Background: an optimization exercise with open tools, aiming at small area, a short achievable clock period and few clock cycles per item. Do not read the settings as production practice.
RTL that was checked went through simulation tests only; none was proved equivalent to the original.
No activity file was given, so power comes from the tool's default toggle rates.

==> module multiplier_1, before the edit <==
module multiplier_1(
    input clk,
    input res_n,
    input start,
    output reg done,
    input [15:0] arg1,
    input [15:0] arg2,
    output reg [31:0] product
    );
    reg [1:0] cnt;             
    reg [15:0] S, C;               
    reg ci;                        
    reg [15:0] L;                  
    wire busy = (cnt != 0);
    reg [3:0] xr;                 
    wire [3:0] x = busy ? xr : arg2[3:0];
    wire [15:0] as = busy ? S : 16'd0;
    wire [15:0] ac = busy ? C : 16'd0;
    wire aci = busy & ci;
    wire [15:0] pp0 = x[0] ? arg1 : 16'd0;
    wire [15:0] pp1 = x[1] ? arg1 : 16'd0;
    wire [15:0] pp2 = x[2] ? arg1 : 16'd0;
    wire [15:0] pp3 = x[3] ? arg1 : 16'd0;
    wire s1;
    wire c2;
    wire s3;
    wire c4;
    wire s5;
    wire c6;
    wire s7;
    wire c8;
    wire s9;
    wire c10;
    wire s11;
    wire c12;
    wire s13;
    wire c14;
    wire s15;
    wire c16;
    wire s17;
    wire c18;
    wire s19;
    wire c20;
    wire s21;
    wire c22;
    wire s23;
    wire c24;
    wire s25;
    wire c26;
    wire s27;
    wire c28;
    wire s29;
    wire c30;
    wire s31;
    wire c32;
    wire s33;
    wire c34;
    wire s35;
    wire c36;
    wire s37;
    wire c38;
    wire s39;
    wire c40;
    wire s41;
    wire c42;
    wire s43;
    wire c44;
    wire s45;
    wire c46;
    wire s47;
    wire c48;
    wire s49;
    wire c50;
    wire s51;
    wire c52;
    wire s53;
    wire c54;
    wire s55;
    wire c56;
    wire s57;
    wire c58;
    wire s59;
    wire c60;
    wire s61;
    wire c62;
    wire s63;
    wire c64;
    wire s65;
    wire c66;
    wire s67;
    wire c68;
    wire s69;
    wire c70;
    wire s71;
    wire c72;
    wire s73;
    wire c74;
    wire s75;
    wire c76;
    wire s77;
    wire c78;
    wire s79;
    wire c80;
    wire s81;
    wire c82;
    wire s83;
    wire c84;
    wire s85;
    wire c86;
    wire s87;
    wire c88;
    wire s89;
    wire c90;
    wire s91;
    wire c92;
    wire s93;
    wire c94;
    wire s95;
    wire c96;
    wire s97;
    wire c98;
    wire s99;
    wire c100;
    wire s101;
    wire c102;
    wire s103;
    wire c104;
    wire s105;
    wire c106;
    wire s107;
    wire c108;
    wire s109;
    wire c110;
    wire s111;
    wire c112;
    wire s113;
    wire c114;
    wire s115;
    wire c116;
    wire s117;
    wire c118;
    wire s119;
    wire c120;
    wire s121;
    wire c122;
    wire s123;
    wire c124;
    wire s125;
    wire c126;
    wire s127;
    wire c128;
    wire s129;
    wire c130;
    assign {c2, s1} = as[2] + ac[2];
    assign {c4, s3} = as[3] + ac[3] + pp0[3];
    assign {c6, s5} = pp1[2] + pp2[1];
    assign {c8, s7} = as[4] + ac[4] + pp0[4];
    assign {c10, s9} = pp1[3] + pp2[2] + pp3[1];
    assign {c12, s11} = as[5] + ac[5] + pp0[5];
    assign {c14, s13} = pp1[4] + pp2[3] + pp3[2];
    assign {c16, s15} = as[6] + ac[6] + pp0[6];
    assign {c18, s17} = pp1[5] + pp2[4] + pp3[3];
    assign {c20, s19} = as[7] + ac[7] + pp0[7];
    assign {c22, s21} = pp1[6] + pp2[5] + pp3[4];
    assign {c24, s23} = as[8] + ac[8] + pp0[8];
    assign {c26, s25} = pp1[7] + pp2[6] + pp3[5];
    assign {c28, s27} = as[9] + ac[9] + pp0[9];
    assign {c30, s29} = pp1[8] + pp2[7] + pp3[6];
    assign {c32, s31} = as[10] + ac[10] + pp0[10];
    assign {c34, s33} = pp1[9] + pp2[8] + pp3[7];
    assign {c36, s35} = as[11] + ac[11] + pp0[11];
    assign {c38, s37} = pp1[10] + pp2[9] + pp3[8];
    assign {c40, s39} = as[12] + ac[12] + pp0[12];
    assign {c42, s41} = pp1[11] + pp2[10] + pp3[9];
    assign {c44, s43} = as[13] + ac[13] + pp0[13];
    assign {c46, s45} = pp1[12] + pp2[11] + pp3[10];
    assign {c48, s47} = as[14] + ac[14] + pp0[14];
    assign {c50, s49} = pp1[13] + pp2[12] + pp3[11];
    assign {c52, s51} = as[15] + ac[15] + pp0[15];
    assign {c54, s53} = pp1[14] + pp2[13] + pp3[12];
    assign {c56, s55} = pp1[15] + pp2[14];
    assign {c58, s57} = as[0] + ac[0];
    assign {c60, s59} = as[1] + ac[1] + pp0[1];
    assign {c62, s61} = s1 + pp0[2] + pp1[1];
    assign {c64, s63} = s3 + s5 + pp3[0];
    assign {c66, s65} = s7 + s9 + c4;
    assign {c68, s67} = s11 + s13 + c8;
    assign {c70, s69} = s15 + s17 + c12;
    assign {c72, s71} = s19 + s21 + c16;
    assign {c74, s73} = s23 + s25 + c20;
    assign {c76, s75} = s27 + s29 + c24;
    assign {c78, s77} = s31 + s33 + c28;
    assign {c80, s79} = s35 + s37 + c32;
    assign {c82, s81} = s39 + s41 + c36;
    assign {c84, s83} = s43 + s45 + c40;
    assign {c86, s85} = s47 + s49 + c44;
    assign {c88, s87} = s51 + s53 + c48;
    assign {c90, s89} = s55 + pp3[13] + c52;
    assign {c92, s91} = pp2[15] + pp3[14];
    assign {c94, s93} = s57 + aci;
    assign {c96, s95} = s59 + pp1[0] + c58;
    assign {c98, s97} = s61 + pp2[0] + c60;
    assign {c100, s99} = s63 + c2 + c62;
    assign {c102, s101} = s65 + c6 + c64;
    assign {c104, s103} = s67 + c10 + c66;
    assign {c106, s105} = s69 + c14 + c68;
    assign {c108, s107} = s71 + c18 + c70;
    assign {c110, s109} = s73 + c22 + c72;
    assign {c112, s111} = s75 + c26 + c74;
    assign {c114, s113} = s77 + c30 + c76;
    assign {c116, s115} = s79 + c34 + c78;
    assign {c118, s117} = s81 + c38 + c80;
    assign {c120, s119} = s83 + c42 + c82;
    assign {c122, s121} = s85 + c46 + c84;
    assign {c124, s123} = s87 + c50 + c86;
    assign {c126, s125} = s89 + c54 + c88;
    assign {c128, s127} = s91 + c56 + c90;
    assign {c130, s129} = pp3[15] + c92;
    wire [19:0] ra = {c130, s129, s127, s125, s123, s121, s119, s117, s115, s113, s111, s109, s107, s105, s103, s101, s99, s97, s95, s93};
    wire [19:0] rb = {1'b0, c128, c126, c124, c122, c120, c118, c116, c114, c112, c110, c108, c106, c104, c102, c100, c98, c96, c94, pp0[0]};
    wire [4:0] lo = ra[3:0] + rb[3:0];
    always @(*) product = {S + C + {15'd0, ci}, L};
    always @(posedge clk) begin
        if (!res_n) begin
            done <= 1'b0;
            cnt <= 0;
        end else if (!done && (busy || start)) begin
            cnt <= (cnt == 3) ? 0 : cnt + 1'b1;
            if (cnt == 3) done <= 1'b1;
        end
        if (!done) begin
            S <= ra[19:4];
            C <= rb[19:4];
            ci <= lo[4];
            L <= {lo[3:0], L[15:4]};
            xr <= arg2[(cnt+1'b1)*4 +: 4];
        end
    end
endmodule
Settings: LEC_CHECK=0, CAP_MARGIN=20, CORE_MARGIN=2, CORE_UTILIZATION=40, PLACE_DENSITY=0.6, SETUP_SLACK_MARGIN=1.6, SLEW_MARGIN=20; clock period 5.0 ns.
standard.sh (not shown) runs the stock make flow with config.mk's settings and CLKGATE_MAP_FILE= SYNTH_SCRIPT=/design/flow/synth_recipe.tcl, a recipe that flattens the netlist after the stock synthesis.
==> flow/flow/run.sh <==
#!/bin/bash
# The standard layout, with every port buffered by the smallest buffer
# (sky130_fd_sc_hd__buf_1) and a leaner clock tree.
set -euo pipefail
bash standard.sh BUFFER_PORTS_ARGS="-buffer_cell sky130_fd_sc_hd__buf_1" CTS_ARGS="-sink_clustering_enable -repair_clock_nets -dont_use_dummy_load -buf_list sky130_fd_sc_hd__clkbuf_8" > standard.log 2>&1
Testbench counts at the start, summed over its fixed seeds: cycles 952, items 192.
Then changed:
--- a/flow/design.v
+++ b/flow/design.v
@@ -8,13 +8,13 @@
     output reg [31:0] product
     );
     reg [1:0] cnt;             
     reg [15:0] S, C;               
     reg ci;                        
     reg [15:0] L;                  
-    wire busy = (cnt != 0);
+    reg busy;                      
     reg [3:0] xr;                 
     wire [3:0] x = busy ? xr : arg2[3:0];
     wire [15:0] as = busy ? S : 16'd0;
     wire [15:0] ac = busy ? C : 16'd0;
     wire aci = busy & ci;
     wire [15:0] pp0 = x[0] ? arg1 : 16'd0;
@@ -221,19 +221,25 @@
     wire [4:0] lo = ra[3:0] + rb[3:0];
     always @(*) product = {S + C + {15'd0, ci}, L};
     always @(posedge clk) begin
         if (!res_n) begin
             done <= 1'b0;
             cnt <= 0;
+            busy <= 1'b0;
         end else if (!done && (busy || start)) begin
             cnt <= (cnt == 3) ? 0 : cnt + 1'b1;
+            busy <= (cnt != 3);
             if (cnt == 3) done <= 1'b1;
         end
         if (!done) begin
             S <= ra[19:4];
             C <= rb[19:4];
             ci <= lo[4];
             L <= {lo[3:0], L[15:4]};
-            xr <= arg2[(cnt+1'b1)*4 +: 4];
+            case (cnt)
+                0: xr <= arg2[7:4];
+                1: xr <= arg2[11:8];
+                default: xr <= arg2[15:12];
+            endcase
         end
     end
 endmodule
Wire length decreases by 3.5%.
Global-route usage decreases by 1.2 points.
Final area increases by 1.5%.
Final cell count decreases by 0.47%.
Utilization increases by 0.30 points.
Area after synthesis increases by 1.6%.
Total power decreases by 14%.
Worst setup slack got worse by 0.14 ns.
Non-clock buffer count increases by 2.
Clock skew decreases by 0.011 ns.
Combinational power decreases by 19%.
Sequential share of layout area decreases by 0.20 points.
Function not checked in the second run of this note: the RTL went through the layout flow alone.

[afterwards: timing with drivers on the ports]
The flow's constraints put no driver on any port. The routed layouts listed below were extracted and timed again, unchanged, in two steps.
Step 1 assumes that a clkbuf_16 drives the clock port and a buf_2 every other input.
Step 2 times the ports against the registers' clock, not the clock port: input delays grow and output delays shrink by t, the midpoint of the rising clock arrivals with the driver on.
Slacks: ideal ports / drivers / drivers and shift; pairs: ideal ports / drivers.
| run | t (ns) | setup slack, ns | hold slack, ns | worst setup path at the end | worst slew at a driven data input, ns |
|---|---|---|---|---|---|
| the first run | 0.342 | 1.544 / 1.514 / 1.500 | 0.464 / 0.464 / 0.464 | input to register | 0.04 |
| the second run | 0.333 | 1.402 / 1.372 / 1.388 | 0.456 / 0.456 / 0.456 | input to register | 0.05 |
After both steps setup and hold are still met in every run listed. The setup slack of the first run, which loses most, moves by -0.030 ns with the drivers and by -0.044 ns with both steps.
